What follows belongs to an exercise in optimizing a design on an open flow for small area and a short achievable clock period; a production flow would make more cautious choices.
Only simulation tests tie the RTL to the original design; equivalence was not proved.
No driver is modelled on the clock port, so clocking that relies on it looks cheaper here than on a real chip.

==> inputs of 03-28 <==
// zad4
module zad4
(input clk,
 input aclr,
 input [9:0] SW,
 output [0:6] HEX3, HEX2, HEX1, HEX0,
 output reg [7:0] LEDR);
export LEC_CHECK = 0
export ABC_AREA = 1
export CAP_MARGIN = 20
export CORE_MARGIN = 2
export CORE_UTILIZATION = 60
export SLEW_MARGIN = 20
export SYNTH_HIERARCHICAL = 1
create_clock -name core_clock -period 18.0 [get_ports {clk}]
standard.sh (not shown) runs the stock make flow with config.mk's settings and CLKGATE_MAP_FILE= SYNTH_SCRIPT=/design/flow/synth_recipe.tcl, a recipe that flattens the netlist after the stock synthesis.
==> flow/flow/run.sh <==
#!/bin/bash
# The standard ORFS layout with these changes:
#  - synthesis maps the logic with an area-oriented ABC script (flow/abc_area_map.script);
#    everything else in synthesis is synth_recipe.tcl unchanged;
#  - the port buffers are sky130_fd_sc_hd__buf_2 instead of the default delay buffer;
#  - the clock: before CTS, flow/manual_clk.tcl splits the registers into two groups by x
#    and drives each group from one clkbuf_8 at its centroid, fed by the clk port;
#    CTS then finds no net left to build a tree for;
#  - one tie cell drives all constant outputs (no tie fanout repair).
set -euo pipefail
here=$(pwd)
export SKIP_REPAIR_TIE_FANOUT=1
export BUFFER_PORTS_ARGS="-buffer_cell sky130_fd_sc_hd__buf_2"
export PRE_CTS_TCL=$here/flow/manual_clk.tcl
export MANUAL_CLK_BUF=sky130_fd_sc_hd__clkbuf_16
export MANUAL_CLK_GROUPS=1
export CTS_ARGS="-sink_clustering_enable -repair_clock_nets -dont_use_dummy_load -buf_list sky130_fd_sc_hd__clkbuf_8 -clk_nets clk"
export MY_ABC_SCRIPT=$here/flow/abc_area_map.script
export FLOW_SYNTH_TCL=$here/synth_recipe.tcl
sed "s#SYNTH_SCRIPT=[^ ]*#SYNTH_SCRIPT=$here/flow/synth.tcl#" standard.sh > own_standard.sh
bash own_standard.sh > standard.log 2>&1
Other scripts of this flow, unchanged in this note and not shown: flow/flow/abc_area_map.script, flow/flow/manual_clk.tcl, flow/flow/synth.tcl
==> 04-07: changes against 03-28 <==
--- a/flow/flow/run.sh
+++ b/flow/flow/run.sh
@@ -4,11 +4,14 @@
 #    everything else in synthesis is synth_recipe.tcl unchanged;
 #  - the port buffers are sky130_fd_sc_hd__buf_2 instead of the default delay buffer;
-#  - the clock: before CTS, flow/manual_clk.tcl splits the registers into two groups by x
-#    and drives each group from one clkbuf_8 at its centroid, fed by the clk port;
-#    CTS then finds no net left to build a tree for;
+#  - the clock: before CTS, flow/manual_clk.tcl drives all registers' clock pins from one
+#    clkbuf_16 at their centroid, fed by the clk port; CTS then finds no net left to build;
 #  - one tie cell drives all constant outputs (no tie fanout repair).
 set -euo pipefail
 here=$(pwd)
 export SKIP_REPAIR_TIE_FANOUT=1
+export SETUP_SLACK_MARGIN=9.9
+export SETUP_MOVE_SEQUENCE=sizeup,swap
+export SKIP_GATE_CLONING=1
+export SKIP_LAST_GASP=1
 export BUFFER_PORTS_ARGS="-buffer_cell sky130_fd_sc_hd__buf_2"
 export PRE_CTS_TCL=$here/flow/manual_clk.tcl
==> summary of the runs <==
In via count, 03-28 and 04-07 hardly differ. In global-route usage, 04-07 and 03-28 do not differ.

---

==> inputs of run C <==
Starting RTL as in the previous note.
Settings: LEC_CHECK=0, ABC_AREA=1, CAP_MARGIN=20, CORE_MARGIN=2, CORE_UTILIZATION=60, PLACE_DENSITY=0.85, SLEW_MARGIN=20, SYNTH_HIERARCHICAL=1; clock period 18.0 ns.
==> flow/flow/run.sh <==
#!/bin/bash
# The standard ORFS layout with these changes:
#  - synthesis maps the logic with an area-oriented ABC script (flow/abc_area_map.script);
#    everything else in synthesis is synth_recipe.tcl unchanged;
#  - the port buffers are sky130_fd_sc_hd__buf_2 instead of the default delay buffer;
#  - the clock: before CTS, flow/manual_clk.tcl drives all registers' clock pins from one
#    clkbuf_16 at their centroid, fed by the clk port; CTS then finds no net left to build;
#  - one tie cell drives all constant outputs (no tie fanout repair).
set -euo pipefail
here=$(pwd)
export SKIP_REPAIR_TIE_FANOUT=1
export BUFFER_PORTS_ARGS="-buffer_cell sky130_fd_sc_hd__buf_2"
export PRE_CTS_TCL=$here/flow/manual_clk.tcl
export MANUAL_CLK_BUF=sky130_fd_sc_hd__clkbuf_16
export MANUAL_CLK_GROUPS=1
export CTS_ARGS="-sink_clustering_enable -repair_clock_nets -dont_use_dummy_load -buf_list sky130_fd_sc_hd__clkbuf_8 -clk_nets clk"
export MY_ABC_SCRIPT=$here/flow/abc_area_map.script
export FLOW_SYNTH_TCL=$here/synth_recipe.tcl
sed "s#SYNTH_SCRIPT=[^ ]*#SYNTH_SCRIPT=$here/flow/synth.tcl#" standard.sh > own_standard.sh
bash own_standard.sh > standard.log 2>&1
==> flow/flow/manual_clk.tcl <==
# Clock distribution for a design with a few dozen registers: the register clock
# pins are split into $::env(MANUAL_CLK_GROUPS) groups by x position, and each group
# is driven by one $::env(MANUAL_CLK_BUF) placed at the group's centroid, itself
# driven by the clk port. CTS then finds no net left to build a tree for.
set block [ord::get_db_block]
set clknet [$block findNet clk]
set master [[ord::get_db] findMaster $::env(MANUAL_CLK_BUF)]
set ngroups $::env(MANUAL_CLK_GROUPS)
set pins {}
foreach it [$clknet getITerms] {
  set bb [[$it getInst] getBBox]
  lappend pins [list [expr {([$bb xMin] + [$bb xMax]) / 2}] [expr {([$bb yMin] + [$bb yMax]) / 2}] $it]
}
set pins [lsort -integer -index 0 $pins]
set n [llength $pins]
for {set g 0} {$g < $ngroups} {incr g} {
  set lo [expr {$g * $n / $ngroups}]
  set hi [expr {($g + 1) * $n / $ngroups - 1}]
  set inst [odb::dbInst_create $block $master clkbuf_manual_$g]
  set net [odb::dbNet_create $block clknet_manual_$g]
  $net setSigType CLOCK
  set sx 0; set sy 0
  foreach p [lrange $pins $lo $hi] {
    lassign $p x y it
    set sx [expr {$sx + $x}]; set sy [expr {$sy + $y}]
    $it disconnect
    $it connect $net
  }
  set k [expr {$hi - $lo + 1}]
  [$inst findITerm A] connect $clknet
  [$inst findITerm X] connect $net
  $inst setLocation [expr {$sx / $k}] [expr {$sy / $k}]
  $inst setPlacementStatus PLACED
  puts "manual clock buffer $g ([$master getName]) drives $k clock pins"
}
Other scripts of this flow, unchanged in this note and not shown: flow/flow/abc_area_map.script, flow/flow/synth.tcl
==> run G: changes against run C <==
==> flow/flow/run.sh (replaced) <==
#!/bin/bash
# The standard ORFS layout with these changes:
#  - synthesis maps the logic with an area-oriented ABC script (flow/abc_area_map.script);
#    everything else in synthesis is synth_recipe.tcl unchanged;
#  - the port buffers are sky130_fd_sc_hd__buf_2 instead of the default delay buffer;
#  - the clock tree is built from clkbuf_8 with larger sink clusters and no dummy loads.
#  - one tie cell drives all constant outputs (no tie fanout repair).
set -euo pipefail
here=$(pwd)
export SKIP_REPAIR_TIE_FANOUT=1
export BUFFER_PORTS_ARGS="-buffer_cell sky130_fd_sc_hd__buf_2"
export CTS_ARGS="-sink_clustering_enable -repair_clock_nets -dont_use_dummy_load -buf_list sky130_fd_sc_hd__clkbuf_8 -sink_clustering_size 32 -sink_clustering_max_diameter 200"
export MY_ABC_SCRIPT=$here/flow/abc_area_map.script
export FLOW_SYNTH_TCL=$here/synth_recipe.tcl
sed "s#SYNTH_SCRIPT=[^ ]*#SYNTH_SCRIPT=$here/flow/synth.tcl#" standard.sh > own_standard.sh
bash own_standard.sh > standard.log 2>&1
--- a/flow/config.mk
+++ b/flow/config.mk
@@ -9,6 +9,5 @@
 export CAP_MARGIN = 20
 export CORE_MARGIN = 2
-export CORE_UTILIZATION = 60
-export PLACE_DENSITY = 0.85
+export CORE_UTILIZATION = 40
 export SLEW_MARGIN = 20
 export SYNTH_HIERARCHICAL = 1
removed: flow/flow/manual_clk.tcl
==> run K: changes against run C <==
--- a/flow/flow/run.sh
+++ b/flow/flow/run.sh
@@ -4,6 +4,7 @@
 #    everything else in synthesis is synth_recipe.tcl unchanged;
 #  - the port buffers are sky130_fd_sc_hd__buf_2 instead of the default delay buffer;
-#  - the clock: before CTS, flow/manual_clk.tcl drives all registers' clock pins from one
-#    clkbuf_16 at their centroid, fed by the clk port; CTS then finds no net left to build;
+#  - the clock: before CTS, flow/manual_clk.tcl splits the registers into two groups by x
+#    and drives each group from one clkbuf_8 at its centroid, fed by the clk port;
+#    CTS then finds no net left to build a tree for;
 #  - one tie cell drives all constant outputs (no tie fanout repair).
 set -euo pipefail
--- a/flow/config.mk
+++ b/flow/config.mk
@@ -9,6 +9,5 @@
 export CAP_MARGIN = 20
 export CORE_MARGIN = 2
-export CORE_UTILIZATION = 60
-export PLACE_DENSITY = 0.85
+export CORE_UTILIZATION = 75
 export SLEW_MARGIN = 20
 export SYNTH_HIERARCHICAL = 1
==> run X: changes against run C <==
--- a/flow/flow/run.sh
+++ b/flow/flow/run.sh
@@ -10,4 +10,8 @@
 here=$(pwd)
 export SKIP_REPAIR_TIE_FANOUT=1
+export SETUP_SLACK_MARGIN=10.1
+export SETUP_MOVE_SEQUENCE=sizeup,swap
+export SKIP_GATE_CLONING=1
+export SKIP_LAST_GASP=1
 export BUFFER_PORTS_ARGS="-buffer_cell sky130_fd_sc_hd__buf_2"
 export PRE_CTS_TCL=$here/flow/manual_clk.tcl
--- a/flow/config.mk
+++ b/flow/config.mk
@@ -10,5 +10,4 @@
 export CORE_MARGIN = 2
 export CORE_UTILIZATION = 60
-export PLACE_DENSITY = 0.85
 export SLEW_MARGIN = 20
 export SYNTH_HIERARCHICAL = 1
==> comparison table <==
| quantity | run G | run C | run X | run K |
|---|---|---|---|---|
| Final Cell Area | 4120 µm² | 4010 µm² | 4240 µm² | 4000 µm² |
| Amount of wire on met3 after detailed routing | 221 µm | 340 µm | 300 µm | 446 µm |
| CP most frequent cell | buf_2 | buf_2 | - | fa_1 |
| Relative slew slack | 0.479 | 0.505 | 0.524 | 0.497 |
| Number of global-route vias before repair | 3235 | 3236 | 3226 | 3305 |
| Logic depth of the worst path, buffers included | 5 | 5 | 5 | 25 |
| Origin of the worst setup path | SW[9] | SW[9] | SW[8] | A[3] |
| Count of inserted tapcells | 129 | 77 | 77 | 67 |
| Count of non-filler cells in the finished layout | 636 | 580 | 580 | 570 |
| Least setup slack across all paths after layout | 9.78 ns | 9.79 ns | 10.14 ns | 9.64 ns |
| Clock transition at the register clock pins on the worst setup and hold paths after CTS | 0.06 ns | 0.12 ns | 0.12 ns | 0.12 ns |
| Setup WS pre-CTS | 9.81 ns | 9.84 ns | 9.84 ns | 9.71 ns |
| Status | no timing/DRC/antenna violations | no timing/DRC/antenna violations | no timing/DRC/antenna violations | no timing/DRC/antenna violations |

[re-timing with driven ports]
In the flow no input, the clock included, has a driving cell. The finished layouts below were timed again as built, in two steps. Step 1: set_driving_cell puts a clkbuf_16 on clk and a buf_2 on each other input, an assumption about the parent block. Step 2 times the ports against the registers' clock, not the clock port: input delays grow and output delays shrink by t, the midpoint of the rising clock arrivals with the driver on. a / b / c = no drivers / after step 1 / after step 2; a / b = the first two.
run | shift t [ns] | slack for setup (ns) | worst hold slack (ns) | slew at the worst register clock pin (ns)
03-28 | 0.211 | 9.847 / 9.819 / 9.819 | 0.671 / 0.671 / 0.671 | 0.12 / 0.12
04-07 | 0.211 | 9.940 / 9.912 / 9.912 | 0.613 / 0.613 / 0.613 | 0.12 / 0.12
run C | 0.207 | 9.786 / 9.766 / 9.766 | 0.663 / 0.663 / 0.663 | 0.12 / 0.12
run G | 0.307 | 9.784 / 9.761 / 9.761 | 0.648 / 0.648 / 0.648 | 0.08 / 0.08
run K | 0.212 | 9.645 / 9.645 / 9.645 | 0.707 / 0.707 / 0.707 | 0.12 / 0.12
run X | 0.210 | 10.143 / 10.111 / 10.111 | 0.611 / 0.611 / 0.611 | 0.12 / 0.12
After both steps setup and hold are still met in every run listed. The setup slack of run X, which loses most, moves by -0.032 ns with the drivers and by -0.032 ns with both steps.
